Source: an optimization exercise on an open RTL-to-GDS flow (aim: small area and a short achievable clock period). Production flows keep margins and buffers that such runs may drop. In this exercise RTL edits were held to simulation tests only and were not proved equivalent to the original. Power figures rest on the tool's default switching activity, not on a simulated workload.

[design/flow/standard.sh]
#!/bin/bash
# synth_recipe.tcl (not shown) runs the flow's synth.tcl, then flattens the netlist and writes it again
# the make line also repeats each setting of config.mk as NAME=value (left out here)
make -C /OpenROAD-flow-scripts/flow DESIGN_CONFIG=/design/flow/config.mk WORK_HOME=/design/flow/orfs CLKGATE_MAP_FILE= SYNTH_SCRIPT=/design/flow/synth_recipe.tcl "${@:-finish}"
[design/flow/flow/my_synth.tcl]
# The standard synthesis script (synth_recipe.tcl), except that Yosys's abc
# step maps the logic that drives the outputs (from the registers to result_o)
# with the ABC script MY_ABC_OUT_SCRIPT, and the rest with MY_ABC_SCRIPT.
proc synth {args} { yosys synth -nofsm -noshare {*}$args }
proc abc {args} {
  set i [lsearch -exact $args -script]
  if {[info exists ::env(MY_ABC_OUT_SCRIPT)] && $::env(MY_ABC_OUT_SCRIPT) ne ""} {
    set out_args $args
    lset out_args [expr {$i + 1}] $::env(MY_ABC_OUT_SCRIPT)
    yosys select -set outcone o:result_o %ci*:-sky130_fd_sc_hd__dfxtp_1
    yosys abc {*}$out_args @outcone
    yosys select -clear
  }
  if {[info exists ::env(MY_ABC_SCRIPT)] && $::env(MY_ABC_SCRIPT) ne ""} {
    lset args [expr {$i + 1}] $::env(MY_ABC_SCRIPT)
  }
  yosys abc {*}$args
}
source $::env(SCRIPTS_DIR)/synth.tcl
# left out here: clear keep_hierarchy, flatten, clean up, hide names made inside functions, write 1_2_yosys.v
[design/flow/flow/run.sh]
#!/bin/bash
# Own layout flow: the standard ORFS flow (standard.sh), with these changes:
#  - ports are buffered with sky130_fd_sc_hd__buf_1 (which repair may upsize)
#    instead of the clkdlybuf4s50_1 that buffer_ports picks by default;
#  - repair_timing aims for a setup slack margin of MARGIN ns (flow/margin);
#  - if flow/abc.script exists, synthesis is the standard synthesis script
#    with its ABC step replaced (flow/my_synth.tcl): the logic from the
#    registers to result_o is mapped with flow/abc_out.script (if present),
#    the rest with flow/abc.script. Flip-flops are mapped before ABC runs, so
#    the registers are exactly the standard synthesis's;
#  - any extra ORFS variables listed in flow/env (KEY=VALUE lines), and
#    make variable assignments in flow/make_args (one line).
# Every tool's output goes to the ORFS logs under orfs/logs, and make's own
# output to standard.log in this folder.
set -euo pipefail
MARGIN=$(cat flow/margin 2>/dev/null || echo 5)
export BUFFER_PORTS_ARGS="-buffer_cell sky130_fd_sc_hd__buf_1"
if [[ -f flow/env ]]; then set -a; source flow/env; set +a; fi
EXTRA=()
if [[ -f flow/abc.script ]]; then
  export MY_ABC_SCRIPT="$PWD/flow/abc.script"
  if [[ -f flow/abc_out.script ]]; then export MY_ABC_OUT_SCRIPT="$PWD/flow/abc_out.script"; fi
  EXTRA+=("SYNTH_SCRIPT=$PWD/flow/my_synth.tcl")
fi
if [[ -f flow/make_args ]]; then read -r -a MARGS < flow/make_args; EXTRA+=("${MARGS[@]}"); fi
bash standard.sh "${EXTRA[@]}" SETUP_SLACK_MARGIN=$MARGIN finish > standard.log 2>&1
[design/flow/constraint.sdc]
create_clock -name core_clock -period 12.0 [get_ports {clk_i}]
set_input_delay 2.4000 -clock core_clock [delete_from_list [all_inputs] [get_ports {clk_i}]]
set_output_delay 2.4000 -clock core_clock [all_outputs]
set_load 0.01 [all_outputs]
[design/flow/flow/margin]
6.2
[design/flow/flow/env]
CTS_ARGS="-sink_clustering_enable -repair_clock_nets -dont_use_dummy_load -buf_list sky130_fd_sc_hd__clkbuf_8"
ADDER_MAP_FILE=
[design/flow/design.v]
module fadd_sub(
  input  logic        clk_i,
  input  logic [31:0] operand_a,
  input  logic [31:0] operand_b,
  output logic [31:0] result_o
);
  wire        sa = operand_a[31], sb = operand_b[31];
  wire [7:0]  fa = operand_a[30:23], fb = operand_b[30:23];
  wire        za = (fa == 8'd0), zb = (fb == 8'd0);    
  wire [7:0]  ea1 = {fa[7:1], fa[0] | za};             
  wire [7:0]  eb1 = {fb[7:1], fb[0] | zb};
  wire [23:0] ma = {~za, operand_a[22:0]};
  wire [23:0] mb = {~zb, operand_b[22:0]};
  wire [7:0]  ea = {fa[7:1], fa[0] | (za & (operand_a[22:0] != 23'd0))};
  wire [7:0]  eb = {fb[7:1], fb[0] | (zb & (operand_b[22:0] != 23'd0))};
  wire [7:0]  xp = fa ^ ~fb;
  wire [7:0]  xg = fa & ~fb;
  wire eg0 = xg[1] | (xp[1] & xg[0]);
  wire ep0 = xp[1] & xp[0];
  wire eg1 = xg[3] | (xp[3] & xg[2]);
  wire ep1 = xp[3] & xp[2];
  wire eg2 = xg[5] | (xp[5] & xg[4]);
  wire ep2 = xp[5] & xp[4];
  wire eg3 = xg[7] | (xp[7] & xg[6]);
  wire ep3 = xp[7] & xp[6];
  wire eg4 = xg[2] | (xp[2] & eg0);
  wire ep4 = xp[2] & ep0;
  wire eg5 = eg1 | (ep1 & eg0);
  wire ep5 = ep1 & ep0;
  wire eg6 = xg[6] | (xp[6] & eg2);
  wire ep6 = xp[6] & ep2;
  wire eg7 = eg3 | (ep3 & eg2);
  wire ep7 = ep3 & ep2;
  wire eg8 = xg[4] | (xp[4] & eg5);
  wire ep8 = xp[4] & ep5;
  wire eg9 = eg2 | (ep2 & eg5);
  wire ep9 = ep2 & ep5;
  wire eg10 = eg6 | (ep6 & eg5);
  wire ep10 = ep6 & ep5;
  wire eg11 = eg7 | (ep7 & eg5);
  wire ep11 = ep7 & ep5;
  wire [7:0]  gE = {eg11, eg10, eg9, eg8, eg5, eg4, eg0, xg[0]};
  wire [7:0]  pE;
  assign pE[0] = xp[0];
  assign pE[1] = pE[0] & xp[1];
  assign pE[2] = pE[1] & xp[2];
  assign pE[3] = pE[2] & xp[3];
  assign pE[4] = pE[3] & xp[4];
  assign pE[5] = pE[4] & xp[5];
  assign pE[6] = pE[5] & xp[6];
  assign pE[7] = pE[6] & xp[7];
  wire        a_exp_gt = gE[7];               
  wire        exp_eq = pE[7];                 
  wire [7:0]  d;                              
  wire        corr = za ^ zb;
  assign d[0] = a_exp_gt ? (xp[0] ^ ~corr) : ~(xp[0] ^ corr);
  assign d[1] = a_exp_gt ? (xp[1] ^ (gE[0] | (pE[0] & ~corr))) : ~(xp[1] ^ (gE[0] | (pE[0] & corr)));
  assign d[2] = a_exp_gt ? (xp[2] ^ (gE[1] | (pE[1] & ~corr))) : ~(xp[2] ^ (gE[1] | (pE[1] & corr)));
  assign d[3] = a_exp_gt ? (xp[3] ^ (gE[2] | (pE[2] & ~corr))) : ~(xp[3] ^ (gE[2] | (pE[2] & corr)));
  assign d[4] = a_exp_gt ? (xp[4] ^ (gE[3] | (pE[3] & ~corr))) : ~(xp[4] ^ (gE[3] | (pE[3] & corr)));
  assign d[5] = a_exp_gt ? (xp[5] ^ (gE[4] | (pE[4] & ~corr))) : ~(xp[5] ^ (gE[4] | (pE[4] & corr)));
  assign d[6] = a_exp_gt ? (xp[6] ^ (gE[5] | (pE[5] & ~corr))) : ~(xp[6] ^ (gE[5] | (pE[5] & corr)));
  assign d[7] = a_exp_gt ? (xp[7] ^ (gE[6] | (pE[6] & ~corr))) : ~(xp[7] ^ (gE[6] | (pE[6] & corr)));
  wire [23:0] ma_s = ma, mb_s = mb;
  wire [22:0] cg = operand_a[22:0] & ~operand_b[22:0];
  wire [22:0] cp = operand_a[22:0] | ~operand_b[22:0];
  wire fcg0 = cg[1] | (cp[1] & cg[0]);
  wire fcp0 = cp[1] & cp[0];
  wire fcg1 = cg[3] | (cp[3] & cg[2]);
  wire fcp1 = cp[3] & cp[2];
  wire fcg2 = cg[5] | (cp[5] & cg[4]);
  wire fcp2 = cp[5] & cp[4];
  wire fcg3 = cg[7] | (cp[7] & cg[6]);
  wire fcp3 = cp[7] & cp[6];
  wire fcg4 = cg[9] | (cp[9] & cg[8]);
  wire fcp4 = cp[9] & cp[8];
  wire fcg5 = cg[11] | (cp[11] & cg[10]);
  wire fcp5 = cp[11] & cp[10];
  wire fcg6 = cg[13] | (cp[13] & cg[12]);
  wire fcp6 = cp[13] & cp[12];
  wire fcg7 = cg[15] | (cp[15] & cg[14]);
  wire fcp7 = cp[15] & cp[14];
  wire fcg8 = cg[17] | (cp[17] & cg[16]);
  wire fcp8 = cp[17] & cp[16];
  wire fcg9 = cg[19] | (cp[19] & cg[18]);
  wire fcp9 = cp[19] & cp[18];
  wire fcg10 = cg[21] | (cp[21] & cg[20]);
  wire fcp10 = cp[21] & cp[20];
  wire fcg11 = fcg1 | (fcp1 & fcg0);
  wire fcp11 = fcp1 & fcp0;
  wire fcg12 = fcg3 | (fcp3 & fcg2);
  wire fcp12 = fcp3 & fcp2;
  wire fcg13 = fcg5 | (fcp5 & fcg4);
  wire fcp13 = fcp5 & fcp4;
  wire fcg14 = fcg7 | (fcp7 & fcg6);
  wire fcp14 = fcp7 & fcp6;
  wire fcg15 = fcg9 | (fcp9 & fcg8);
  wire fcp15 = fcp9 & fcp8;
  wire fcg16 = cg[22] | (cp[22] & fcg10);
  wire fcp16 = cp[22] & fcp10;
  wire fcg17 = fcg12 | (fcp12 & fcg11);
  wire fcp17 = fcp12 & fcp11;
  wire fcg18 = fcg14 | (fcp14 & fcg13);
  wire fcp18 = fcp14 & fcp13;
  wire fcg19 = fcg16 | (fcp16 & fcg15);
  wire fcp19 = fcp16 & fcp15;
  wire fcg20 = fcg18 | (fcp18 & fcg17);
  wire fcp20 = fcp18 & fcp17;
  wire fcg21 = fcg19 | (fcp19 & fcg20);
  wire        f_gt = fcg21;    
  wire        a_gt_b = a_exp_gt | (exp_eq & f_gt);
  wire [4:0]  ds = d[4:0] | {5{d[7:5] != 3'd0}};    
  wire        sub = sa ^ sb;
  wire [23:0] m_big   = a_gt_b ? ma : mb;
  wire [23:0] m_small = a_gt_b ? mb_s : ma_s;
  wire [23:0] sh1 = ds[0] ? {1'b0, m_small[23:1]} : m_small;
  wire [23:0] sh2 = ds[1] ? {2'b0, sh1[23:2]} : sh1;
  wire [23:0] sh4 = ds[2] ? {4'b0, sh2[23:4]} : sh2;
  wire [23:0] sh8 = ds[3] ? {8'b0, sh4[23:8]} : sh4;
  wire [23:0] sh16 = ds[4] ? {16'b0, sh8[23:16]} : sh8;
  wire [23:0] y = sh16 ^ {24{sub}};
  logic        r_sign, r_sub;
  logic [7:0]  r_exp;
  logic [23:0] r_x, r_y;
  always_ff @(posedge clk_i) begin
    r_sign <= a_gt_b ? sa : sb;
    r_sub  <= sub;
    r_exp  <= a_gt_b ? ea : eb;
    r_x    <= m_big;
    r_y    <= y;
  end
  wire [24:0] p = {r_x ^ r_y, 1'b0};
  wire [24:0] g = {r_x & r_y, r_sub};
  wire [24:0] s;    
  wire cg12 = g[1] | (p[1] & g[0]);
  wire cp12 = p[1] & p[0];
  wire cg13 = g[3] | (p[3] & g[2]);
  wire cp13 = p[3] & p[2];
  wire cg14 = g[5] | (p[5] & g[4]);
  wire cp14 = p[5] & p[4];
  wire cg15 = g[7] | (p[7] & g[6]);
  wire cp15 = p[7] & p[6];
  wire cg16 = g[9] | (p[9] & g[8]);
  wire cp16 = p[9] & p[8];
  wire cg17 = g[11] | (p[11] & g[10]);
  wire cp17 = p[11] & p[10];
  wire cg18 = g[13] | (p[13] & g[12]);
  wire cp18 = p[13] & p[12];
  wire cg19 = g[15] | (p[15] & g[14]);
  wire cp19 = p[15] & p[14];
  wire cg20 = g[17] | (p[17] & g[16]);
  wire cp20 = p[17] & p[16];
  wire cg21 = g[19] | (p[19] & g[18]);
  wire cp21 = p[19] & p[18];
  wire cg22 = g[21] | (p[21] & g[20]);
  wire cp22 = p[21] & p[20];
  wire cg23 = g[23] | (p[23] & g[22]);
  wire cp23 = p[23] & p[22];
  wire cg24 = g[2] | (p[2] & cg12);
  wire cp24 = p[2] & cp12;
  wire cg25 = cg13 | (cp13 & cg12);
  wire cp25 = cp13 & cp12;
  wire cg26 = g[6] | (p[6] & cg14);
  wire cp26 = p[6] & cp14;
  wire cg27 = cg15 | (cp15 & cg14);
  wire cp27 = cp15 & cp14;
  wire cg28 = g[10] | (p[10] & cg16);
  wire cp28 = p[10] & cp16;
  wire cg29 = cg17 | (cp17 & cg16);
  wire cp29 = cp17 & cp16;
  wire cg30 = g[14] | (p[14] & cg18);
  wire cp30 = p[14] & cp18;
  wire cg31 = cg19 | (cp19 & cg18);
  wire cp31 = cp19 & cp18;
  wire cg32 = g[18] | (p[18] & cg20);
  wire cp32 = p[18] & cp20;
  wire cg33 = cg21 | (cp21 & cg20);
  wire cp33 = cp21 & cp20;
  wire cg34 = g[22] | (p[22] & cg22);
  wire cp34 = p[22] & cp22;
  wire cg35 = cg23 | (cp23 & cg22);
  wire cp35 = cp23 & cp22;
  wire cg36 = g[4] | (p[4] & cg25);
  wire cp36 = p[4] & cp25;
  wire cg37 = cg14 | (cp14 & cg25);
  wire cp37 = cp14 & cp25;
  wire cg38 = cg26 | (cp26 & cg25);
  wire cp38 = cp26 & cp25;
  wire cg39 = cg27 | (cp27 & cg25);
  wire cp39 = cp27 & cp25;
  wire cg40 = g[12] | (p[12] & cg29);
  wire cp40 = p[12] & cp29;
  wire cg41 = cg18 | (cp18 & cg29);
  wire cp41 = cp18 & cp29;
  wire cg42 = cg30 | (cp30 & cg29);
  wire cp42 = cp30 & cp29;
  wire cg43 = cg31 | (cp31 & cg29);
  wire cp43 = cp31 & cp29;
  wire cg44 = g[20] | (p[20] & cg33);
  wire cp44 = p[20] & cp33;
  wire cg45 = cg22 | (cp22 & cg33);
  wire cp45 = cp22 & cp33;
  wire cg46 = cg34 | (cp34 & cg33);
  wire cp46 = cp34 & cp33;
  wire cg47 = cg35 | (cp35 & cg33);
  wire cp47 = cp35 & cp33;
  wire cg48 = g[8] | (p[8] & cg39);
  wire cp48 = p[8] & cp39;
  wire cg49 = cg16 | (cp16 & cg39);
  wire cp49 = cp16 & cp39;
  wire cg50 = cg28 | (cp28 & cg39);
  wire cp50 = cp28 & cp39;
  wire cg51 = cg29 | (cp29 & cg39);
  wire cp51 = cp29 & cp39;
  wire cg52 = cg40 | (cp40 & cg39);
  wire cp52 = cp40 & cp39;
  wire cg53 = cg41 | (cp41 & cg39);
  wire cp53 = cp41 & cp39;
  wire cg54 = cg42 | (cp42 & cg39);
  wire cp54 = cp42 & cp39;
  wire cg55 = cg43 | (cp43 & cg39);
  wire cp55 = cp43 & cp39;
  wire cg56 = g[24] | (p[24] & cg47);
  wire cp56 = p[24] & cp47;
  wire cg57 = g[16] | (p[16] & cg55);
  wire cp57 = p[16] & cp55;
  wire cg58 = cg20 | (cp20 & cg55);
  wire cp58 = cp20 & cp55;
  wire cg59 = cg32 | (cp32 & cg55);
  wire cp59 = cp32 & cp55;
  wire cg60 = cg33 | (cp33 & cg55);
  wire cp60 = cp33 & cp55;
  wire cg61 = cg44 | (cp44 & cg55);
  wire cp61 = cp44 & cp55;
  wire cg62 = cg45 | (cp45 & cg55);
  wire cp62 = cp45 & cp55;
  wire cg63 = cg46 | (cp46 & cg55);
  wire cp63 = cp46 & cp55;
  wire cg64 = cg47 | (cp47 & cg55);
  wire cp64 = cp47 & cp55;
  wire cg65 = cg56 | (cp56 & cg55);
  wire cp65 = cp56 & cp55;
  assign s[0] = p[1] ^ g[0];
  assign s[1] = p[2] ^ cg12;
  assign s[2] = p[3] ^ cg24;
  assign s[3] = p[4] ^ cg25;
  assign s[4] = p[5] ^ cg36;
  assign s[5] = p[6] ^ cg37;
  assign s[6] = p[7] ^ cg38;
  assign s[7] = p[8] ^ cg39;
  assign s[8] = p[9] ^ cg48;
  assign s[9] = p[10] ^ cg49;
  assign s[10] = p[11] ^ cg50;
  assign s[11] = p[12] ^ cg51;
  assign s[12] = p[13] ^ cg52;
  assign s[13] = p[14] ^ cg53;
  assign s[14] = p[15] ^ cg54;
  assign s[15] = p[16] ^ cg55;
  assign s[16] = p[17] ^ cg57;
  assign s[17] = p[18] ^ cg58;
  assign s[18] = p[19] ^ cg59;
  assign s[19] = p[20] ^ cg60;
  assign s[20] = p[21] ^ cg61;
  assign s[21] = p[22] ^ cg62;
  assign s[22] = p[23] ^ cg63;
  assign s[23] = p[24] ^ cg64;
  assign s[24] = cg65;
  wire        norm = s[24] & ~r_sub;    
  assign result_o = {r_sign,
                     norm ? r_exp + 8'd1 : r_exp,
                     norm ? s[23:1] : s[22:0]};
endmodule
[design/flow/flow/abc.script]
strash
dch
map -B 0.9 -D 4400
strash
dch
map -B 0.9 -D 4400
topo
stime -c
buffer -c
upsize -c -D 4400
dnsize -c -D 4400
[design/flow/config.mk]
export PLATFORM = sky130hd
export DESIGN_NAME = fadd_sub
export DESIGN_NICKNAME = fadd_sub
export VERILOG_FILES = /design/flow/design.v
export SDC_FILE = /design/flow/constraint.sdc
export NUM_CORES = 4
export LEC_CHECK = 0
export ABC_AREA = 1
export CAP_MARGIN = 20
export CORE_MARGIN = 2
export CORE_UTILIZATION = 40
export SLEW_MARGIN = 20
==> out/metrics.yaml, run 1 <==
status:
  status: "no timing/DRC/antenna violations"
cts:
  clock-sinks: 58
  clock_path_buffers: 2
  cts_max_level: 3
  cts-root-buf: "clkbuf_8"
  path_clk_slew_ns: 0.06
  cts_tree: "built"
  cts_buffers: 9
global_routing:
  grtUsageMet1_pct: 32.4
  grt_max_degree: 94
  grt_use_met3_pct: 2.07
  grt_usage_pct: 22.7
  grt_pass1_wl_um: 26600
  grt_pass1_vias: 5523
  gr-usage-met2_pct: 36.1
  gr-max-usage-layer: "met2"
  grt_overflow_total: 0
  antenna_found_initial: 0
setup_path:
  crit_arrival_ns: 3.17
  cp.required_ns: 9.60
  crit_top_cell: "nand2_1"
  path_delay_family: "simple AND/OR/NAND/NOR gates"
  criticalPathCategory: "reg -> out"
  worst_path_largest_cell_delay_ns: 0.35
  path_cells: "nand2_1 > a21oi_2 > o21ai_2 > o21ai_1 > nand2_1 > a31oi_4 > nand2_2 > a31oi_4 > nand3_1 > nand2_2 > nand2_1 > nand2_2 > nand2_1 > nand2_2 > nand4_1 > nor2_4 > nand2_1 > xnor2_1 > buf_2"
  start_kind: "register"
  crit_slowest_cell: "dfxtp_2"
  cp-end-kind: "output pin"
  crit_buf_inv: 1
  crit_path_max_fanout: 4
floorplan:
  fp.dieW_um: 121
  rows: 42
  core-area_um2: 13300
  die_h_um: 121
  start_util_pct: 41.3
  io_pins: 97
  die-area_um2: 14700
synth:
  synth_nets: 1068
  synth_area_um2: 5490
  synthXorXnorAreaFrac_pct: 8.30
  synthAdderAreaFrac_pct: 0
  ys_seq_elements: 58
  yosys-mux-area-fraction_pct: 0.547
  synth.distinct_cells: 29
  yosys.area_share.simple_pct: 45.0
  syn_area_per_cell_um2: 5.47
  synth_top_family_by_area: "simple AND/OR/NAND/NOR gates"
  synth_seq_area_share_pct: 21.2
  synth_warnings: 1
  syn-instance-count: 1003
  synth_compound_area_share_pct: 13.8
cells_and_area:
  final_area_um2: 6410
  drive_above_1_share_pct: 5.94
  final_cell_mix: "nand2_1 (295), nand3_1 (155), inv_1 (122), buf_1 (95)"
  syn_to_final_growth_pct: 16.9
  layout_commonest_cell: "nand2_1"
  antenna_cells: 0
  finalNetCount: 1162
  n_fill_cell: 1486
  fin_util_pct: 48.2
place:
  place_area_um2: 5970
  gp_congestion: 0.882
  dp_hpwl_um: 13200
  numPortBuffers: 96
route:
  firstDrtPassIters: 5
  vias_per_cell: 5.09
  ant_nets: 0
  drc_errors: 0
  avgRoutedWirePerCell_um: 13.3
  vias: 6466
  routed_wl_um: 16900
  first_iter_violations: 570
sta:
  period_needed_ns: 5.57
  tns_ns: 0
  worst_slew_pin_slew_ns: 0.598
  slew_headroom_pct: 60.0
  rsz0062_at_grt: "true"
  max_freq_ghz: 0.180
  period_share_pct: 46.4
  final-max-slew-violation-count: 0
  setup_viol: 0
  hold_viol_final: 0
power_and_ir_drop:
  vdd_ir_drop_max_uv: 50.8
  p_leak_nw: 3.16
  p_per_area_nw_per_um2: 137
worst_hold_path:
  hp-class: "in -> reg"
  hold-path-cell-count: 3
  min_from: "operand_a[18]"
  holdPathEnd: "r_x[18]"
run:
  maxCapViolations: 0
==> per-layer routing <==
metal  share of wire [%]  vias to the layer above  wire length, um
li1                    -                     3424                -
met5                   0                        -                0
met3                 4.6                       20              786
met1                  48                     2842             8130
met2                  45                      180             7690
met4                 1.9                        0              321
==> flip-flops by register name, indices dropped and copies added, names as in the netlist <==
signal / flops
r_y: 24
r_sub: 1
r_exp: 8
r_x: 24
r_sign: 1
==> cells in the mapped netlist (all sizes together) <==
cell type / instances / area, um^2
nand2: 303 / 1140
nand3: 156 / 781
inv: 125 / 469
nor2: 96 / 360
o21ai: 94 / 470
dfxtp: 58 / 1160
xor2: 44 / 385
clkbuf: 33 / 124
a21oi: 21 / 105
nor3: 11 / 55.1
nand4: 10 / 62.6
xnor2: 8 / 70.1
nor4: 6 / 37.5
o211ai: 5 / 37.5
o22ai: 5 / 31.3
a211oi: 4 / 30.0
a31oi: 4 / 25.0
buf: 3 / 15.0
mux2i: 3 / 30.0
or2: 3 / 18.8
a221oi: 2 / 17.5
clkinv: 2 / 7.51
o221ai: 2 / 17.5
a21o: 1 / 7.51
nor2b: 1 / 6.26
nor3b: 1 / 7.51
o21bai: 1 / 7.51
o31ai: 1 / 7.51
==> repair_timing <==
item / 4_1_cts / 5_1_grt
hold buffers: 0 / 0
gates resized for setup: 27 / 21
cloned: 2 / 2
endpoints found under the hold margin: 0 / 0
buffers inserted: 3 / 10
endpoints found under the setup margin: 55 / 41
pin swaps: 7 / 6
==> how the worst max path moves through the flow <==
stage | depth (start not counted) | startpoint | to | slack [ns]
after floorplan | 19 | r_sub | result_o[18] | 6.63
after global placement | 21 | operand_b[24] | r_y[15] | 5.14
after detailed placement | 21 | operand_b[24] | r_y[15] | 5.02
after CTS | 19 | r_sub | result_o[29] | 6.21
after global routing | 19 | r_x[0] | result_o[29] | 6.16
final | 19 | r_x[0] | result_o[29] | 6.43
==> through the flow <==
step	std cells	hold slack, ns	worst slack, ns	power, mW
after floorplan	1003	2.50	6.63	0.587
after global placement	1244	2.66	5.14	0.707
after detailed placement	1244	2.66	5.02	0.707
after CTS	1258	2.31	6.21	0.856
after global routing	1271	2.36	6.16	0.959
final	1271	2.32	6.43	0.878
==> kinds of logic after synthesis <==
| group | count (synthesis) |
|---|---|
| multiplexers | 3 |
| buffers and inverters | 163 |
| AND/OR/NAND/NOR | 587 |
| XOR/XNOR | 52 |
| AO/OA/AOI/OAI | 140 |
| flip-flops | 58 |
==> report_power, final <==
group | leakage (nW) | internal (mW) | switching [mW]
sequential | 0.489 | 0.223 | 0.0194
clock | 0.0647 | 0.0664 | 0.0658
combinational | 2.61 | 0.179 | 0.325
total | 3.16 | 0.468 | 0.410
==> area by class of cell <==
cell class / instances / area (um^2) / area share (%)
Clock buffer: 9 / 124 / 1.93
Inverter: 127 / 489 / 7.63
Multi-Input combinational cell: 783 / 3840 / 59.9
Sequential cell: 58 / 1160 / 18.2
Tap cell: 176 / 220 / 3.43
Timing Repair Buffer: 117 / 563 / 8.78
Timing Repair inverter: 1 / 7.51 / 0.117
==> run 2: changes to the inputs <==
==> design/flow/flow/env (replaced) <==
CTS_ARGS="-sink_clustering_enable -repair_clock_nets -dont_use_dummy_load -buf_list sky130_fd_sc_hd__clkbuf_4"
ADDER_MAP_FILE=
==> design/flow/flow/margin (replaced) <==
6.3
==> run 2 against run 1 <==
Compared with the run above:
- sequential share of layout area hardly changed
- setup slack improved by 0.091 ns
- critical path depth is the same
- sequential cell count is the same
- utilization about the same
- global-route usage rose by 0.19 points
- via count decreased by 0.11%
- worst hold slack lost 0.069 ns
- clock power down 27%
- combinational power rose by 2%
- critical path type unchanged
- largest power group unchanged
==> out/metrics.yaml, run 2 <==
floorplan:
  fp.dieW_um: 121
  io_pins: 97
  core-area_um2: 13300
  start_util_pct: 41.3
  rows: 42
  die_h_um: 121
  die-area_um2: 14700
cells_and_area:
  syn_to_final_growth_pct: 17.0
  n_fill_cell: 1499
  layout_commonest_cell: "nand2_1"
  finalNetCount: 1164
  seqCellArea_um2: 1170
  final_cell_mix: "nand2_1 (291), nand3_1 (155), inv_1 (122), buf_1 (93)"
  reg_top3: "r_x (24), r_y (24), r_exp (8)"
  multi_input_area_um2: 3880
  final_area_um2: 6420
  final_cells: 1274
  drive_above_1_share_pct: 6.65
  fin_util_pct: 48.3
synth:
  synth_top_area_share_pct: 21.2
  async_flop_share_pct: 0
  synth_nets: 1068
  synth_common_cells: "nand2_1 (303), nand3_1 (156), inv_1 (125)"
  synth.most_common_cell: "nand2_1"
  yosysTopAreaCell: "dfxtp_1"
  synth-main-ff-cell: "dfxtp_1"
  synth_area_leaders: "dfxtp_1 (21%), nand2_1 (21%), nand3_1 (14%), o21ai_0 (8.6%), inv_1 (8.6%)"
  synth_edf_count: 0
  synth_warnings: 1
  synth.distinct_cells: 29
  synth_area_um2: 5490
  synth_seq_area_share_pct: 21.2
  syn-instance-count: 1003
  syn_area_per_cell_um2: 5.47
  ys_seq_elements: 58
route:
  vias: 6459
  drc_errors: 0
  first_iter_violations: 529
  vias_per_cell: 5.07
  routed_wl_um: 17100
  avgRoutedWirePerCell_um: 13.4
  ant_nets: 0
  firstDrtPassIters: 5
cts:
  clock_path_buffers: 2
  path_clk_slew_ns: 0.10
  clock-sinks: 58
  hold_buffers: 0
  cts_tree: "built"
  cts-root-buf: "clkbuf_4"
  cts_buffers: 9
  cts_max_level: 3
worst_hold_path:
  hp-class: "in -> reg"
run:
  maxCapViolations: 0
place:
  dp_hpwl_um: 13200
  gp_congestion: 0.882
  dp.cells: 1244
  numPortBuffers: 96
  place_area_um2: 5970
  dp_slack_ns: 5.02
global_routing:
  grt_max_degree: 94
  grt_overflow_total: 0
  grt_pass1_wl_um: 26800
  grt_usage_pct: 22.8
  antenna_found_initial: 1
  grt_pass1_vias: 5554
sta:
  hold_viol_final: 0
  worst_slew_pin_slew_ns: 0.595
  rsz0062_at_grt: "false"
  tns_ns: 0
  setup_viol: 0
  max_freq_ghz: 0.183
  period_share_pct: 45.6
  fin_ws_ns: 6.52
  final-max-slew-violation-count: 0
  period_needed_ns: 5.48
  slew_headroom_pct: 60.2
power_and_ir_drop:
  p_leak_nw: 3.16
  p_per_area_nw_per_um2: 133
  vdd_ir_drop_max_uv: 39.5
setup_path:
  start_kind: "register"
  criticalPathCategory: "reg -> out"
  cp.required_ns: 9.60
  crit_path_max_fanout: 4
  crit_arrival_ns: 3.08
  cp-end-kind: "output pin"
status:
  status: "no timing/DRC/antenna violations"
-- run 2: report_power, final --
group	switching [mW]	internal, mW
Sequential	0.0195	0.223
Clock	0.0617	0.0347
Combinational	0.330	0.183
-- run 2: metrics by stage --
| stage | power [mW] | hold WS, ns |
|---|---|---|
| after floorplan | 0.587 | 2.50 |
| after global placement | 0.707 | 2.66 |
| after detailed placement | 0.707 | 2.66 |
| after CTS | 0.827 | 2.24 |
| after global routing | 0.932 | 2.27 |
| final | 0.851 | 2.25 |
-- run 2: layout make-up --
type                    count  area share [%]
diodes                      1          0.0390
multi-input cells         783            60.5
inverters                 127            7.62
clock buffers               9            1.05
well taps                 176            3.43
flip-flops and latches     58            18.2
repair inverters            1           0.117
repair buffers            119            9.05
-- run 2: critical path: stages (launching register included) --
cell     delay (ns)
dfxtp_4        0.38
inv_2          0.07
a21oi_4        0.17
o21ai_2        0.08
o21ai_2        0.15
nand2_2        0.09
a31oi_4        0.17
nand2_2        0.09
a31oi_4        0.19
nand3_1        0.10
nand2_2        0.09
nand2_1        0.06
nand2_2        0.08
nand2_2        0.07
nand2_4        0.10
nand4_1        0.20
nor2_4         0.20
nand2_1        0.08
xnor2_1        0.12
buf_2          0.14
-- run 2: timing repair --
| item | 4_1_cts | 5_1_grt |
|---|---|---|
| endpoints found under the setup margin | 55 | 49 |
| gates cloned | 2 | 2 |
| buffers inserted | 6 | 9 |
| pin swaps | 10 | 6 |
| resized for setup | 32 | 27 |
-- run 2: path summary, 6_finish.rpt --
| path | startpoint | endpoint | depth (start not counted) |
|---|---|---|---|
| worst max-delay path | r_sub | result_o[29] | 19 |
| worst min-delay path | operand_a[4] | r_x[4] | 3 |
-- run 2: cell families after synthesis --
family | after synthesis | synth area share, %
AND/OR/NAND/NOR | 587 | 45.0
buffers and inverters | 163 | 11.2
AO/OA/AOI/OAI | 140 | 13.8
flip-flops | 58 | 21.2
XOR/XNOR | 52 | 8.30
multiplexers | 3 | 0.547
-- run 2: metal layers --
| layer | routed length [um] | vias to the layer above | track usage (%) |
|---|---|---|---|
| met3 | 779 | 22 | 2.49 |
| met5 | 0 | - | 0 |
| li1 | - | 3433 | - |
| met2 | 7780 | 185 | 36.5 |
| met4 | 341 | 0 | 6.32 |
| met1 | 8200 | 2819 | 32.4 |
==> run 3: changes to the inputs <==
==> design/flow/flow/abc.script (replaced) <==
strash
dch
map -B 0.9 -D 3800
strash
dch
map -B 0.9 -D 3800
topo
stime -c
buffer -c
upsize -c -D 3800
dnsize -c -D 3800
==> run 3 against run 2 <==
Compared with the run above:
- still clean
- combinational power grew 9.7%
- worst hold slack got worse by 0.0084 ns
- global-route usage up 2.0 points
- fmax barely moved
- count of clock-buffer cells in the layout did not move
- non-clock buffer count decreased by 5
- critical endpoint is now result_o[4]
==> out/metrics.yaml, run 3 <==
status:
  status: "no timing/DRC/antenna violations"
setup_path:
  worst_path_largest_cell_delay_ns: 0.36
  criticalPathCategory: "reg -> out"
  crit_path_max_fanout: 9
  crit_buf_inv: 3
  cp-end-kind: "output pin"
  path_cells: "nand2_2 > a21oi_4 > o21ai_2 > o21ai_2 > nand2_2 > a31oi_4 > nand3_2 > nand2_2 > nand2_1 > nand2_2 > nand2_1 > nand2_2 > nand2_2 > nand3_4 > nand2_8 > clkinvlp_4 > buf_12 > nand2_1 > o21ai_0 > buf_1"
  cp.required_ns: 9.60
  crit_slowest_cell: "dfxtp_2"
  start_kind: "register"
  crit_top_cell: "nand2_2"
  crit_arrival_ns: 3.07
  path_delay_family: "simple AND/OR/NAND/NOR gates"
sta:
  slew_headroom_pct: 42.8
  fin_ws_ns: 6.53
  period_needed_ns: 5.47
  final-max-slew-violation-count: 0
  rsz0062_at_grt: "true"
  period_share_pct: 45.6
  hold_viol_final: 0
  worst_slew_pin_slew_ns: 0.858
  setup_viol: 0
  tns_ns: 0
  max_freq_ghz: 0.183
cts:
  cts_buffers: 9
  cts-root-buf: "clkbuf_4"
  cts_tree: "built"
  cts_max_level: 3
  clock-sinks: 58
  path_clk_slew_ns: 0.11
  clock_path_buffers: 2
floorplan:
  fp.dieW_um: 124
  core-area_um2: 14000
  rows: 43
  die-area_um2: 15400
  die_h_um: 124
  io_pins: 97
  start_util_pct: 41.3
synth:
  synthAdderAreaFrac_pct: 0
  synth_nets: 1151
  yosysTopAreaCell: "nand2_1"
  synth_warnings: 1
  synth.most_common_cell: "nand2_1"
  synth_area_leaders: "nand2_1 (23%), dfxtp_1 (20%), nand3_1 (19%), inv_1 (7.4%), nor2_1 (6.6%)"
  syn_area_per_cell_um2: 5.32
  yosys.area_share.simple_pct: 52.5
  async_flop_share_pct: 0
  ys_seq_elements: 58
  synth_top_family_by_area: "simple AND/OR/NAND/NOR gates"
  synth_edf_count: 0
  synth_compound_area_share_pct: 10.2
  synth.distinct_cells: 28
  yosys-mux-area-fraction_pct: 0
  synth_top_area_share_pct: 23.5
  synthXorXnorAreaFrac_pct: 6.82
  syn-instance-count: 1086
  synth_common_cells: "nand2_1 (361), nand3_1 (222), inv_1 (114)"
  synth-main-ff-cell: "dfxtp_1"
  synth_seq_area_share_pct: 20.1
  synth_area_um2: 5780
global_routing:
  grt_overflow_total: 0
  grt_pass1_wl_um: 29800
  grt_max_degree: 43
  antenna_found_initial: 1
  grt_usage_pct: 24.8
  grt_pass1_vias: 5916
worst_hold_path:
  holdPathEnd: "r_sign"
  min_from: "operand_a[31]"
  hp-class: "in -> reg"
  hold-path-cell-count: 3
route:
  avgRoutedWirePerCell_um: 14.6
  first_iter_violations: 780
  vias_per_cell: 5.25
  firstDrtPassIters: 5
  vias: 7107
  drc_errors: 0
  routed_wl_um: 19800
  ant_nets: 0
power_and_ir_drop:
  p_sw_share_pct: 50.1
  total_power_mw: 0.903
  power_frac_seq_pct: 26.9
  power_frac_comb_pct: 62.4
  p_switching_mw: 0.452
  p_per_area_nw_per_um2: 135
  clkPwrFrac_pct: 10.7
  intPower_mw: 0.450
  p_leak_nw: 3.40
  vdd_ir_drop_max_uv: 39.6
place:
  numPortBuffers: 96
  dp_hpwl_um: 14700
  gp_congestion: 0.964
  dp_slack_ns: 5.14
cells_and_area:
  n_fill_cell: 1533
  syn_to_final_growth_pct: 15.9
  drive_above_1_share_pct: 6.73
  layout_commonest_cell: "nand2_1"
  multi_input_area_um2: 4240
  reg_top3: "r_x (24), r_y (24), r_exp (8)"
  seqCellArea_um2: 1170
  finalNetCount: 1241
  final_cell_mix: "nand2_1 (346), nand3_1 (219), inv_1 (112), nor2_1 (101), buf_1 (88)"
run:
  maxCapViolations: 0
-- run 3: cell types whose count changed in the layout (fill, tap and decap cells not counted), sizes merged, moves of 5 or more --
cell | previous run | this run
nor2 | 96 | 102
o21ai | 94 | 75
nand3 | 156 | 222
nor3 | 11 | 3
nand2 | 303 | 364
inv | 123 | 114
xor2 | 44 | 37
o211ai | 5 | 0
-- run 3: logic make-up after synthesis --
group                     Yosys count
AOI/OAI and AO/OA                 110
buffers and inverters             159
DFF                                58
xor gates and xnor gates           45
and+or+nand+nor                   714
-- run 3: final cells by class --
class	count	area share (%)
timing repair buffer	114	7.85
sequential	58	17.4
clock buffer	9	1.01
timing repair inverter	2	0.224
multi-input combinational	873	63.3
tap	180	3.36
antenna	1	0.0374
inverter	118	6.80
-- run 3: how the worst max path moves through the flow --
stage             startpoint      endpoint  cells after the start
2_1_floorplan          r_sub  result_o[21]                     19
3_3_place_gp   operand_a[28]       r_y[21]                     18
3_5_place_dp   operand_a[23]       r_y[21]                     18
4_1_cts                r_sub  result_o[16]                     20
5_1_grt        operand_b[23]        r_y[8]                     18
6_report              r_x[0]   result_o[4]                     20
-- run 3: what timing repair did --
item	in CTS	in global routing
resized for setup	29	37
gates cloned	2	4
hold buffers	0	0
setup buffers	3	11
endpoints found under the setup margin	55	54
pin swaps	2	9
-- run 3: tightest hold or removal path, delay by kind of cell --
kind	cells	cell delay, ns
and+or+nand+nor	2	0.11
buffers and inverters	1	0.09
-- run 3: power groups by stage --
stage,Combinational [mW],Sequential [mW],Clock [mW]
after global routing,0.638,0.246,0.109
after global placement,0.496,0.247,0
final,0.563,0.243,0.0964
after CTS,0.521,0.243,0.0999
after floorplan,0.374,0.239,0
after detailed placement,0.498,0.247,0
-- run 3: routing by layer --
| layer | wire [um] | vias up | track usage, % | part of all wire, % |
|---|---|---|---|---|
| li1 | - | 3691 | - | - |
| met1 | 9260 | 3086 | 36.3 | 47 |
| met2 | 8630 | 287 | 37.6 | 44 |
| met3 | 1370 | 43 | 3.07 | 6.9 |
| met4 | 531 | 0 | 7.87 | 2.7 |
| met5 | 0 | - | 0 | 0 |
-- run 3: stage by stage --
stage               std cells  area [um^2]  util (%)  hold WS (ns)
floorplan                1086         5780         -          2.50
global placement         1325         6240      44.6          2.66
detailed placement       1325         6250      44.7          2.67
CTS                      1339         6460      46.2          2.21
global route             1355         6700      47.9          2.24
finish                   1355         6700      47.9          2.24
==> run 4: changes to the inputs <==
==> design/flow/flow/abc.script (replaced) <==
strash
dch
map -B 0.9 -D 4200
strash
dch
map -B 0.9 -D 4200
topo
stime -c
buffer -c
upsize -c -D 4200
dnsize -c -D 4200
==> run 4 against run 3 <==
Compared with the run above:
- clock power shrank 6.8%
- critical path depth did not move
- synthesized cell count down 5.2%
==> out/metrics.yaml, run 4 <==
status:
  status: "no timing/DRC/antenna violations"
cts:
  hold_buffers: 0
  clock_path_buffers: 2
  cts_max_level: 3
  path_clk_slew_ns: 0.09
  clock-sinks: 58
  cts_buffers: 9
  cts_tree: "built"
  cts-root-buf: "clkbuf_4"
synth:
  synth_top_area_share_pct: 23.6
  synth_warnings: 1
  synth.distinct_cells: 31
  yosysTopAreaCell: "nand2_1"
  ys_seq_elements: 58
  synth.most_common_cell: "nand2_1"
  syn_area_per_cell_um2: 5.40
  syn-instance-count: 1029
  synth_area_leaders: "nand2_1 (24%), dfxtp_1 (21%), nand3_1 (13%), inv_1 (8.1%), o21ai_0 (7.7%)"
  synth_area_um2: 5560
  async_flop_share_pct: 0
  synth_seq_area_share_pct: 20.9
  synth_nets: 1094
  synth_common_cells: "nand2_1 (349), nand3_1 (143), inv_1 (120)"
  synth-main-ff-cell: "dfxtp_1"
  synth_edf_count: 0
setup_path:
  crit_arrival_ns: 3.07
  crit_buf_inv: 2
  cp.required_ns: 9.60
  cp_num_cells: 20
  crit_slowest_cell: "dfxtp_2"
  start_kind: "register"
  crit_path_max_fanout: 8
  crit_top_cell: "nand2_2"
  worst_path_largest_cell_delay_ns: 0.35
  criticalPathCategory: "reg -> out"
  cp-startpoint: "r_y[0]"
  path_cells: "or2_4 > nand2_2 > o21a_1 > o21ai_2 > nand2_2 > a31oi_4 > nand2_1 > o211ai_1 > nand2_1 > nand2_2 > nand2_2 > nand3_4 > nand2_4 > nand2_4 > nand2_8 > clkinvlp_4 > nand2_4 > nor2_4 > xor2_1 > buf_2"
  path_delay_family: "simple AND/OR/NAND/NOR gates"
  cp-end-kind: "output pin"
  crit_end: "result_o[25]"
cells_and_area:
  seqCellArea_um2: 1160
  fin_util_pct: 48.0
  finalNetCount: 1200
  drive_above_1_share_pct: 7.68
  reg_top3: "r_x (24), r_y (24), r_exp (8)"
  final_cell_mix: "nand2_1 (332), nand3_1 (141), inv_1 (116), nor2_1 (97), buf_1 (93)"
  layout_commonest_cell: "nand2_1"
  antenna_cells: 0
  n_fill_cell: 1542
  multi_input_area_um2: 4010
  syn_to_final_growth_pct: 18.4
route:
  firstDrtPassIters: 8
  first_iter_violations: 617
  drc_errors: 0
  vias_per_cell: 5.12
  routed_wl_um: 18300
  ant_nets: 0
  avgRoutedWirePerCell_um: 13.9
  vias: 6720
sta:
  hold_viol_final: 0
  setup_viol: 0
  holdWs_ns: 2.27
  final-max-slew-violation-count: 0
  max_freq_ghz: 0.183
  tns_ns: 0
  worst_slew_pin_slew_ns: 0.684
  slew_headroom_pct: 54.2
  period_needed_ns: 5.47
  rsz0062_at_grt: "true"
  period_share_pct: 45.6
power_and_ir_drop:
  p_sw_share_pct: 48.9
  power_frac_comb_pct: 62.5
  p_leak_nw: 3.36
  p_switching_mw: 0.435
  p_per_area_nw_per_um2: 135
  intPower_mw: 0.455
  total_power_mw: 0.890
  power_frac_seq_pct: 27.4
  clkPwrFrac_pct: 10.1
  vdd_ir_drop_max_uv: 48.9
floorplan:
  fp.dieW_um: 122
  die-area_um2: 14900
  core-area_um2: 13700
  die_h_um: 122
  io_pins: 97
  start_util_pct: 40.5
  rows: 43
global_routing:
  grt_pass1_wl_um: 28400
  grt_overflow_total: 0
  antenna_found_initial: 1
  grt_max_degree: 56
  grt_pass1_vias: 5703
  grt_usage_pct: 24.2
run:
  maxCapViolations: 0
place:
  numPortBuffers: 96
  gp_congestion: 0.956
  dp_hpwl_um: 14000
worst_hold_path:
  min_from: "operand_a[30]"
  hp-class: "in -> reg"
==> run 4: cell count changes after synthesis, moves of 2 or more <==
cell,previous run,this run
o21ai_0,75,86
a21oi_1,19,23
clkinv_1,4,1
nand3_1,222,143
inv_1,114,120
a22o_1,2,0
nor3_1,3,10
or2_2,4,6
o221ai_1,0,2
clkbuf_1,37,30
nand3b_1,4,2
o211ai_1,0,5
nand2_1,361,349
xor2_1,37,46
==> run 4: per-stage QoR <==
| step | cells | cell area [um^2] | setup slack (ns) |
|---|---|---|---|
| final | 1313 | 6580 | 6.53 |
| after global routing | 1313 | 6580 | 6.25 |
| after CTS | 1295 | 6290 | 6.26 |
| after detailed placement | 1275 | 6040 | 5.30 |
| after global placement | 1275 | 6040 | 5.24 |
| after floorplan | 1029 | 5560 | 6.70 |
==> run 4: power by group through the flow <==
stage | registers (mW) | logic [mW] | clock network [mW]
3_5_place_dp | 0.248 | 0.490 | 0
3_3_place_gp | 0.248 | 0.491 | 0
4_1_cts | 0.243 | 0.517 | 0.0922
6_report | 0.244 | 0.556 | 0.0898
2_1_floorplan | 0.240 | 0.367 | 0
5_1_grt | 0.248 | 0.626 | 0.101
==> run 4: timing repair <==
| action | 4_1_cts | 5_1_grt |
|---|---|---|
| resized for setup | 30 | 38 |
| setup endpoints to repair | 53 | 54 |
| pin swaps | 2 | 13 |
| gates cloned | 4 | 1 |
| endpoints found under the hold margin | 0 | 0 |
| buffers inserted | 7 | 17 |
==> run 4: how the worst min path moves through the flow <==
stage	cells after the start	endpoint
2_1_floorplan	2	r_exp[7]
3_3_place_gp	3	r_exp[7]
3_5_place_dp	3	r_x[17]
4_1_cts	3	r_exp[7]
5_1_grt	3	r_exp[7]
6_report	3	r_exp[7]
==> run 4: routing by layer <==
metal  part of all wire [%]  routed length (um)  GRT usage (%)  vias to the layer above
met5                      0                   0              0                        -
met4                    2.7                 484           8.69                        0
met3                    5.6                1030           2.76                       26
met2                     45                8150           37.5                      238
met1                     47                8600           34.6                     2937
li1                       -                   -              -                     3519
==> run 4: tightest hold or removal path, delay by kind of cell <==
family | cells | cell delay (ns)
and+or+nand+nor | 1 | 0.08
buffers and inverters | 2 | 0.13
==> run 4: cells by family (layout without fill, tap and decap cells) <==
logic type,after synthesis,count (layout),synth area share (%)
and+or+nand+nor,630,633,47.2
buffers and inverters,156,257,10.6
AOI/OAI and AO/OA,130,130,12.6
DFF,58,58,20.9
xor gates and xnor gates,53,53,8.35
muxes,2,2,0.383
==> run 4: layout make-up <==
cell class	instances	area share (%)
inverters	122	7.24
clock buffers	9	1.03
well taps	180	3.42
multi-input cells	818	61.0
repair buffers	124	9.47
flip-flops and latches	58	17.7
repair inverters	2	0.190
==> run 5: changes to the inputs <==
==> design/flow/flow/abc.script (replaced) <==
strash
dch
map -B 0.9 -D 4000
strash
dch
map -B 0.9 -D 4000
topo
stime -c
buffer -c
upsize -c -D 4000
dnsize -c -D 4000
==> run 5 against run 4 <==
Compared with the run above:
- first-iteration DRC count fell by 4.4%
- via count grew 0.48%
- setup slack gained 0.0045 ns
- non-clock buffer count fell by 14
- design area is 1.9% lower
- sequential power shrank 2%
- global-route usage is 1.1 points lower
- clock power rose by 7.2%
- critical endpoint is now result_o[17]
==> out/metrics.yaml, run 5 <==
floorplan:
  core-area_um2: 13800
  die-area_um2: 15000
  start_util_pct: 40.7
  rows: 43
  die_h_um: 122
  io_pins: 97
  fp.dieW_um: 122
sta:
  period_share_pct: 45.6
  final-max-slew-violation-count: 0
  setup_viol: 0
  rsz0062_at_grt: "true"
  max_freq_ghz: 0.183
  tns_ns: 0
  worst_slew_pin_slew_ns: 0.530
  period_needed_ns: 5.47
  slew_headroom_pct: 64.3
  hold_viol_final: 0
synth:
  synth_seq_area_share_pct: 20.7
  synth.most_common_cell: "nand2_1"
  syn-instance-count: 1046
  async_flop_share_pct: 0
  ys_seq_elements: 58
  yosysTopAreaCell: "nand2_1"
  synth_top_area_share_pct: 24.3
  synth_edf_count: 0
  synth_nets: 1111
  synth_area_leaders: "nand2_1 (24%), dfxtp_1 (21%), nand3_1 (13%), inv_1 (8.0%), nor2_1 (7.2%)"
  synth-main-ff-cell: "dfxtp_1"
  synth.distinct_cells: 32
  synth_common_cells: "nand2_1 (363), nand3_1 (147), inv_1 (120)"
  synth_warnings: 1
  synth_area_um2: 5610
  syn_area_per_cell_um2: 5.36
global_routing:
  antenna_found_initial: 1
  grt_pass1_vias: 5676
  grt_max_degree: 99
  grt_overflow_total: 0
  grt_pass1_wl_um: 27400
  grt_usage_pct: 23.2
setup_path:
  crit_path_max_fanout: 8
  cp-end-kind: "output pin"
  crit_top_cell: "nand2_1"
  criticalPathCategory: "reg -> out"
  start_kind: "register"
  crit_buf_inv: 2
  path_delay_family: "simple AND/OR/NAND/NOR gates"
  worst_path_largest_cell_delay_ns: 0.34
  crit_slowest_cell: "dfxtp_2"
  cp.required_ns: 9.60
  path_cells: "or2_2 > nand2_1 > o21a_1 > o21ai_2 > nand2_2 > a31oi_4 > nand2_1 > nand2_2 > nand2_1 > nand2_2 > nand2_1 > nand2_2 > nand2_1 > nand2_4 > nand2_8 > clkinvlp_4 > or2_2 > nand2_1 > buf_1"
  crit_arrival_ns: 3.07
route:
  firstDrtPassIters: 7
  avgRoutedWirePerCell_um: 13.3
  vias_per_cell: 5.12
  ant_nets: 0
  routed_wl_um: 17600
  drc_errors: 0
  first_iter_violations: 590
  vias: 6752
cts:
  path_clk_slew_ns: 0.09
  cts_max_level: 3
  cts_buffers: 9
  clock-sinks: 58
  cts_tree: "built"
  hold_buffers: 0
  cts-root-buf: "clkbuf_4"
  clock_path_buffers: 2
status:
  status: "no timing/DRC/antenna violations"
cells_and_area:
  drive_above_1_share_pct: 5.97
  final_cell_mix: "nand2_1 (354), nand3_1 (145), inv_1 (115), nor2_1 (104), buf_1 (93)"
  multi_input_area_um2: 3980
  seqCellArea_um2: 1160
  finalNetCount: 1206
  n_fill_cell: 1601
  syn_to_final_growth_pct: 15.1
  reg_top3: "r_x (24), r_y (24), r_exp (8)"
  layout_commonest_cell: "nand2_1"
worst_hold_path:
  hp-class: "in -> reg"
  hold-path-cell-count: 3
  holdPathEnd: "r_x[0]"
  min_from: "operand_a[0]"
run:
  maxCapViolations: 0
place:
  numPortBuffers: 96
  dp_hpwl_um: 13600
  gp_congestion: 0.979
power_and_ir_drop:
  total_power_mw: 0.849
  vdd_ir_drop_max_uv: 40.2
  p_leak_nw: 3.28
  p_per_area_nw_per_um2: 132
[run 5: cell count changes after synthesis, sizes merged, moves of 3 or more]
cell,previous run,this run
a21oi,23,27
clkinv,1,4
nand2,349,363
nand3,143,147
nor2,103,108
o21ai,86,77
[run 5: cells by family (layout without fill, tap and decap cells)]
kind of cell	Yosys count	after routing	synth area share, %
AO/OA/AOI/OAI	126	126	12.1
XOR/XNOR	50	50	7.80
multiplexers	3	3	0.557
other	0	1	0
flip-flops	58	58	20.7
buffers and inverters	157	249	10.6
AND/OR/NAND/NOR	652	653	48.3
[run 5: cell type report]
type	count	area share, %
inverter	125	7.73
tap	180	3.49
timing repair buffer	110	7.52
clock buffer	9	1.05
multi-input combinational	832	61.6
sequential	58	18.0
antenna	1	0.0388
timing repair inverter	5	0.543
[run 5: power breakdown]
group          switching (mW)  internal, mW
sequential             0.0182         0.222
clock                  0.0616        0.0347
combinational           0.336         0.176
total                   0.416         0.433
[run 5: timing repair]
item | 4_1_cts | 5_1_grt
hold endpoints to repair | 0 | 0
pin swaps | 1 | 2
setup buffers | 3 | 8
gates cloned | 4 | 2
resized for setup | 27 | 23
endpoints found under the setup margin | 54 | 44
[run 5: worst max path at each step]
stage,slack (ns),depth (start not counted),to,from
after floorplan,6.83,20,r_y[19],operand_b[26]
after global placement,4.86,23,r_y[1],operand_a[29]
after detailed placement,4.79,21,r_y[0],operand_a[29]
after CTS,6.31,19,result_o[17],r_x[0]
after global routing,6.19,20,r_y[9],operand_b[23]
final,6.53,19,result_o[17],r_x[0]
[run 5: tightest hold or removal path, delay by kind of cell]
kind            cells  cell delay, ns
buf+inv             1            0.09
compound gates      1            0.05
simple gates        1            0.05
[run 5: layer usage]
layer  global-route usage (%)  up-vias  wire length, um
met5                        0        -                0
met3                     3.49       30             1020
met1                     30.8     2973             8020
met2                     38.6      214             8200
met4                     6.82        0              321
li1                         -     3535                -
[run 5: stage by stage]
stage / hold WS [ns] / area (um^2) / cells / util [%] / setup WS [ns]
after floorplan: 2.51 / 5610 / 1046 / - / 6.83
after global placement: 2.64 / 6100 / 1293 / 44.3 / 4.86
after detailed placement: 2.64 / 6100 / 1293 / 44.3 / 4.79
after CTS: 2.21 / 6300 / 1309 / 45.8 / 6.31
after global routing: 2.23 / 6460 / 1320 / 46.9 / 6.19
final: 2.23 / 6460 / 1320 / 46.9 / 6.53
==> run 6: changes to the inputs <==
==> design/flow/flow/margin (replaced) <==
6.4
==> run 6 against run 5 <==
Compared with the run above:
- synthesized cell count unchanged
- critical path type unchanged
- utilization up 0.79 points
- cell count up 0.30%
- setup slack better by 0.036 ns
- clock power about the same
- still clean on timing, DRC and antenna
- sequential share of layout area down 0.26 points
- combinational power up 4%
- highest routed layer unchanged
- worst hold slack better by 0.0011 ns
- first-iteration DRC count up 11%
- critical path depth up 2
- die area unchanged
==> out/metrics.yaml, run 6 <==
synth:
  synth_seq_area_share_pct: 20.7
  ys_seq_elements: 58
  syn_area_per_cell_um2: 5.36
  synth.most_common_cell: "nand2_1"
  async_flop_share_pct: 0
  synth_common_cells: "nand2_1 (363), nand3_1 (147), inv_1 (120)"
  synth_edf_count: 0
  yosysTopAreaCell: "nand2_1"
  synth_nets: 1111
  synth_warnings: 1
  synth-main-ff-cell: "dfxtp_1"
  synth_area_um2: 5610
  synth.distinct_cells: 32
  synth_area_leaders: "nand2_1 (24%), dfxtp_1 (21%), nand3_1 (13%), inv_1 (8.0%), nor2_1 (7.2%)"
  synth_top_area_share_pct: 24.3
  syn-instance-count: 1046
cells_and_area:
  layout_commonest_cell: "nand2_1"
  syn_to_final_growth_pct: 17.0
  finalNetCount: 1210
  final_area_um2: 6570
  final_cell_mix: "nand2_1 (345), nand3_1 (145), inv_1 (114), nor2_1 (101), buf_1 (89)"
  reg_top3: "r_x (24), r_y (24), r_exp (8)"
  drive_above_1_share_pct: 7.87
sta:
  period_share_pct: 45.3
  worst_slew_pin_slew_ns: 0.542
  setup_viol: 0
  period_needed_ns: 5.43
  hold_viol_final: 0
  rsz0062_at_grt: "true"
  tns_ns: 0
  slew_headroom_pct: 63.5
  final-max-slew-violation-count: 0
  max_freq_ghz: 0.184
route:
  drc_errors: 0
  routed_wl_um: 17900
  avgRoutedWirePerCell_um: 13.6
  vias: 6775
  vias_per_cell: 5.12
  ant_nets: 0
  firstDrtPassIters: 5
  first_iter_violations: 656
global_routing:
  grt_max_degree: 99
  grt_usage_pct: 23.7
  grt_pass1_vias: 5756
  grt_pass1_wl_um: 28000
  grt_overflow_total: 0
  antenna_found_initial: 1
setup_path:
  crit_slowest_cell: "dfxtp_4"
  crit_path_max_fanout: 5
  crit_arrival_ns: 3.03
  crit_top_cell: "nand2_2"
  cp.required_ns: 9.60
  worst_path_largest_cell_delay_ns: 0.37
  criticalPathCategory: "reg -> out"
  start_kind: "register"
  path_delay_family: "simple AND/OR/NAND/NOR gates"
  crit_buf_inv: 2
  cp-end-kind: "output pin"
  path_cells: "inv_6 > nand2_1 > nand2_2 > o21a_1 > o21ai_2 > nand2_2 > a31oi_4 > nand2_2 > nand2_4 > nand2_1 > nand2_2 > nand2_2 > nand2_4 > nand2_4 > nand2_4 > nand3_4 > nor2_4 > nand2_2 > nor2_4 > xor2_1 > buf_2"
cts:
  clock_path_buffers: 2
  cts_tree: "built"
  hold_buffers: 0
  clock-sinks: 58
  path_clk_slew_ns: 0.09
  cts_max_level: 3
  cts_buffers: 9
  cts-root-buf: "clkbuf_4"
floorplan:
  die-area_um2: 15000
  die_h_um: 122
  core-area_um2: 13800
  io_pins: 97
  fp.dieW_um: 122
  rows: 43
  start_util_pct: 40.7
worst_hold_path:
  hp-class: "in -> reg"
status:
  status: "no timing/DRC/antenna violations"
run:
  maxCapViolations: 0
place:
  numPortBuffers: 96
  gp_congestion: 0.979
  place_area_um2: 6100
  dp_hpwl_um: 13600
power_and_ir_drop:
  clkPwrFrac_pct: 11.1
  power_frac_seq_pct: 27.7
  p_sw_share_pct: 49.1
  p_leak_nw: 3.33
  power_frac_comb_pct: 61.2
  intPower_mw: 0.442
  p_switching_mw: 0.427
  vdd_ir_drop_max_uv: 40.3
  p_per_area_nw_per_um2: 132
-- run 6: cell counts after synthesis --
Identical to the previous run, type by type.
-- run 6: routing by layer --
layer	vias up	track usage, %	routed length, um
li1	3543	-	-
met1	2990	31.4	8050
met2	211	39.7	8410
met3	31	3.53	1120
met4	0	6.97	373
met5	-	0	0
-- run 6: per-stage QoR --
stage	utilization, %	instances	worst slack [ns]	power [mW]	hold WS, ns
final	47.7	1324	6.57	0.869	2.24
after global routing	47.7	1324	6.37	0.951	2.23
after CTS	46.4	1317	6.41	0.843	2.21
after detailed placement	44.3	1293	4.79	0.716	2.64
after global placement	44.3	1293	4.86	0.717	2.64
after floorplan	-	1046	6.83	0.594	2.51
-- run 6: tightest hold or removal path, delay by kind of cell --
| kind | cells | cell delay [ns] |
|---|---|---|
| buf+inv | 1 | 0.09 |
| compound gates | 1 | 0.05 |
| simple gates | 1 | 0.05 |
-- run 6: worst paths after layout --
check                     from      endpoint  depth (start not counted)  slack [ns]
hold / removal    operand_a[0]        r_x[0]                          3        2.24
setup / recovery         r_sub  result_o[29]                         21        6.57
-- run 6: layout make-up --
| type | instances | area, um^2 |
|---|---|---|
| fill | 1587 | 7210 |
| multi-input combinational | 833 | 4050 |
| sequential | 58 | 1170 |
| timing repair buffer | 113 | 514 |
| inverter | 125 | 504 |
| tap | 180 | 225 |
| clock buffer | 9 | 67.6 |
| timing repair inverter | 5 | 37.5 |
| antenna | 1 | 2.50 |
-- run 6: logic make-up (layout without fill, tap and decap cells) --
logic type / Yosys count / after routing / share of synthesized area, %
AO/OA/AOI/OAI: 126 / 126 / 12.1
XOR/XNOR: 50 / 50 / 7.80
buffers and inverters: 157 / 252 / 10.6
flip-flops: 58 / 58 / 20.7
multiplexers: 3 / 3 / 0.557
other: 0 / 1 / 0
AND/OR/NAND/NOR: 652 / 654 / 48.3
-- run 6: power groups by stage --
| stage | logic (mW) | registers (mW) | clock network [mW] |
|---|---|---|---|
| floorplan | 0.357 | 0.238 | 0 |
| global placement | 0.473 | 0.244 | 0 |
| detailed placement | 0.472 | 0.245 | 0 |
| finish | 0.531 | 0.241 | 0.0963 |
| CTS | 0.503 | 0.240 | 0.0994 |
| global route | 0.599 | 0.244 | 0.108 |
-- run 6: what timing repair did --
item | CTS | global route
endpoints found under the setup margin | 55 | 44
pin swaps | 4 | 9
buffers inserted | 10 | 3
cloned | 5 | 3
resized for setup | 35 | 46
==> run 7: changes to the inputs <==
==> design/flow/flow/margin (replaced) <==
6.2
==> run 7 against run 6 <==
Compared with the run above:
- still clean on timing, DRC and antenna
- power down 3.1%
- global-route usage decreased by 0.66 points
- sequential cell count stayed put
- synthesized cell count did not move
- wire length is 2.6% lower
- first-iteration DRC count increased by 3.8%
- count of clock-buffer cells in the layout unchanged
- synthesized area is the same
- worst hold slack worse by 0.0040 ns
- critical path depth shrank 2
- sequential power is essentially flat
- largest cell class unchanged
==> out/metrics.yaml, run 7 <==
place:
  gp_congestion: 0.979
  dp_slack_ns: 4.79
  dp_hpwl_um: 13600
  numPortBuffers: 96
power_and_ir_drop:
  p_switching_mw: 0.413
  p_sw_share_pct: 49.1
  p_per_area_nw_per_um2: 131
  p_leak_nw: 3.26
  power_frac_comb_pct: 60.0
  vdd_ir_drop_max_uv: 40.4
  intPower_mw: 0.428
  clkPwrFrac_pct: 11.4
  power_frac_seq_pct: 28.6
run:
  maxCapViolations: 0
setup_path:
  crit_arrival_ns: 3.15
  crit_slowest_cell: "dfxtp_2"
  criticalPathCategory: "reg -> out"
  worst_path_largest_cell_delay_ns: 0.34
  start_kind: "register"
  path_cells: "or2_2 > nand2_1 > o21a_1 > o21ai_2 > nand2_2 > a31oi_4 > nand2_1 > nand2_2 > nand2_1 > nand2_2 > nand2_1 > nand2_2 > nand2_1 > nand2_4 > nand2_8 > clkinvlp_4 > or2_2 > nand2_1 > buf_1"
  cp-end-kind: "output pin"
  cp.required_ns: 9.60
  crit_top_cell: "nand2_1"
  crit_path_max_fanout: 13
global_routing:
  grt_pass1_vias: 5672
  antenna_found_initial: 1
  grt_usage_pct: 23.0
  grt_overflow_total: 0
  grt_pass1_wl_um: 27300
  grt_max_degree: 99
route:
  vias_per_cell: 5.09
  firstDrtPassIters: 7
  avgRoutedWirePerCell_um: 13.3
  first_iter_violations: 681
  routed_wl_um: 17500
  drc_errors: 0
  vias: 6703
  ant_nets: 0
cells_and_area:
  reg_top3: "r_x (24), r_y (24), r_exp (8)"
  drive_above_1_share_pct: 5.29
  final_cell_mix: "nand2_1 (354), nand3_1 (145), inv_1 (115), nor2_1 (105), buf_1 (96)"
  syn_to_final_growth_pct: 14.2
  finalNetCount: 1202
  layout_commonest_cell: "nand2_1"
floorplan:
  die_h_um: 122
  die-area_um2: 15000
  start_util_pct: 40.7
  core-area_um2: 13800
  fp.dieW_um: 122
  rows: 43
  io_pins: 97
sta:
  setup_viol: 0
  slew_headroom_pct: 64.5
  period_needed_ns: 5.55
  hold_viol_final: 0
  max_freq_ghz: 0.180
  final-max-slew-violation-count: 0
  tns_ns: 0
  period_share_pct: 46.2
  rsz0062_at_grt: "false"
  fin_ws_ns: 6.45
  worst_slew_pin_slew_ns: 0.527
synth:
  ys_seq_elements: 58
  synth_warnings: 1
  synth-main-ff-cell: "dfxtp_1"
  synth_edf_count: 0
  async_flop_share_pct: 0
  synth_nets: 1111
  synth_area_leaders: "nand2_1 (24%), dfxtp_1 (21%), nand3_1 (13%), inv_1 (8.0%), nor2_1 (7.2%)"
  synth_seq_area_share_pct: 20.7
  syn-instance-count: 1046
  synth_area_um2: 5610
  synth_common_cells: "nand2_1 (363), nand3_1 (147), inv_1 (120)"
  synth.most_common_cell: "nand2_1"
  yosysTopAreaCell: "nand2_1"
  synth_top_area_share_pct: 24.3
  synth.distinct_cells: 32
  syn_area_per_cell_um2: 5.36
cts:
  path_clk_slew_ns: 0.09
  hold_buffers: 0
  cts_buffers: 9
  clock-sinks: 58
  cts_max_level: 3
  cts-root-buf: "clkbuf_4"
  clock_path_buffers: 2
  cts_tree: "built"
status:
  status: "no timing/DRC/antenna violations"
worst_hold_path:
  hp-class: "in -> reg"
==> run 7: power by group through the flow <==
stage / combinational, mW / sequential [mW] / clock, mW
floorplan: 0.357 / 0.238 / 0
detailed placement: 0.472 / 0.245 / 0
global route: 0.573 / 0.243 / 0.108
CTS: 0.486 / 0.240 / 0.0994
finish: 0.505 / 0.240 / 0.0960
global placement: 0.473 / 0.244 / 0
==> run 7: worst paths after layout <==
| path | startpoint | to | cells past startpoint |
|---|---|---|---|
| max | r_x[0] | result_o[17] | 19 |
| min | operand_a[0] | r_x[0] | 3 |
==> run 7: through the flow <==
step	hold slack [ns]	utilization, %	instance area (um^2)	cells	power (mW)
6_report	2.23	46.5	6410	1316	0.841
5_1_grt	2.23	46.5	6410	1316	0.925
4_1_cts	2.21	45.4	6260	1306	0.825
3_5_place_dp	2.64	44.3	6100	1293	0.716
3_3_place_gp	2.64	44.3	6100	1293	0.717
2_1_floorplan	2.51	-	5610	1046	0.594
==> run 7: timing repair <==
item                                    in CTS  in global routing
pin swaps                                    0                  1
endpoints found under the hold margin        0                  0
buffers inserted                             2                  6
gates cloned                                 2                  3
resized for setup                           19                 25
endpoints found under the setup margin      53                 45
==> run 7: final cells by class <==
class                           count  area [um^2]
Antenna cell                        1         2.50
Fill cell                        1608         7370
Multi-Input combinational cell    832         3960
Tap cell                          180          225
Clock buffer                        9         67.6
Inverter                          125          499
Sequential cell                    58         1160
Timing Repair inverter              4         30.0
Timing Repair Buffer              107          455
==> run 7: critical path, delay by kind of cell (launching register included) <==
kind	cells	cell delay (ns)
simple gates	14	1.73
flops	1	0.34
buf+inv	2	0.34
compound gates	3	0.34
==> run 7: cell families after synthesis <==
logic type | Yosys count | synth area share, %
AND/OR/NAND/NOR | 652 | 48.3
buffers and inverters | 157 | 10.6
AO/OA/AOI/OAI | 126 | 12.1
flip-flops | 58 | 20.7
XOR/XNOR | 50 | 7.80
multiplexers | 3 | 0.557
==> run 7: metal layers <==
metal | GRT usage, % | vias to the layer above | part of all wire (%)
met4 | 6.82 | 0 | 1.9
li1 | - | 3526 | -
met3 | 3.49 | 26 | 6.4
met1 | 30.6 | 2924 | 45
met2 | 38.4 | 227 | 47
met5 | 0 | - | 0

## afterwards: timing with drivers on the ports
No port has a modelled driver above. Below, the same layouts with a new extraction and two added sets of constraints.
Step 1, drivers: a clkbuf_16 drives clk_i and a buf_2 each remaining input, both assumed.
Step 2 moves the port delays by t, midway between the first and last clock arrival at a register: inputs arrive t later, outputs are due t later. That takes back most of the time a late clock gives input paths.
Slacks: no drivers / after step 1 / after step 2; pairs: no drivers / after step 1.
run | t, ns | slack for setup (ns) | worst setup path at the end
run 1 | 0.359 | 6.433 / 6.402 / 6.151 | input to register
run 2 | 0.423 | 6.524 / 6.495 / 6.108 | input to register
run 3 | 0.443 | 6.528 / 6.497 / 6.117 | input to register
run 4 | 0.381 | 6.528 / 6.500 / 6.277 | input to register
run 5 | 0.426 | 6.532 / 6.498 / 6.174 | input to register
run 6 | 0.428 | 6.568 / 6.534 / 6.299 | input to register
run 7 | 0.430 | 6.454 / 6.419 / 6.195 | input to register
After both steps every run listed still meets setup and hold. The setup slack of run 2, which loses most, moves by -0.029 ns with the drivers and by -0.416 ns with both steps.
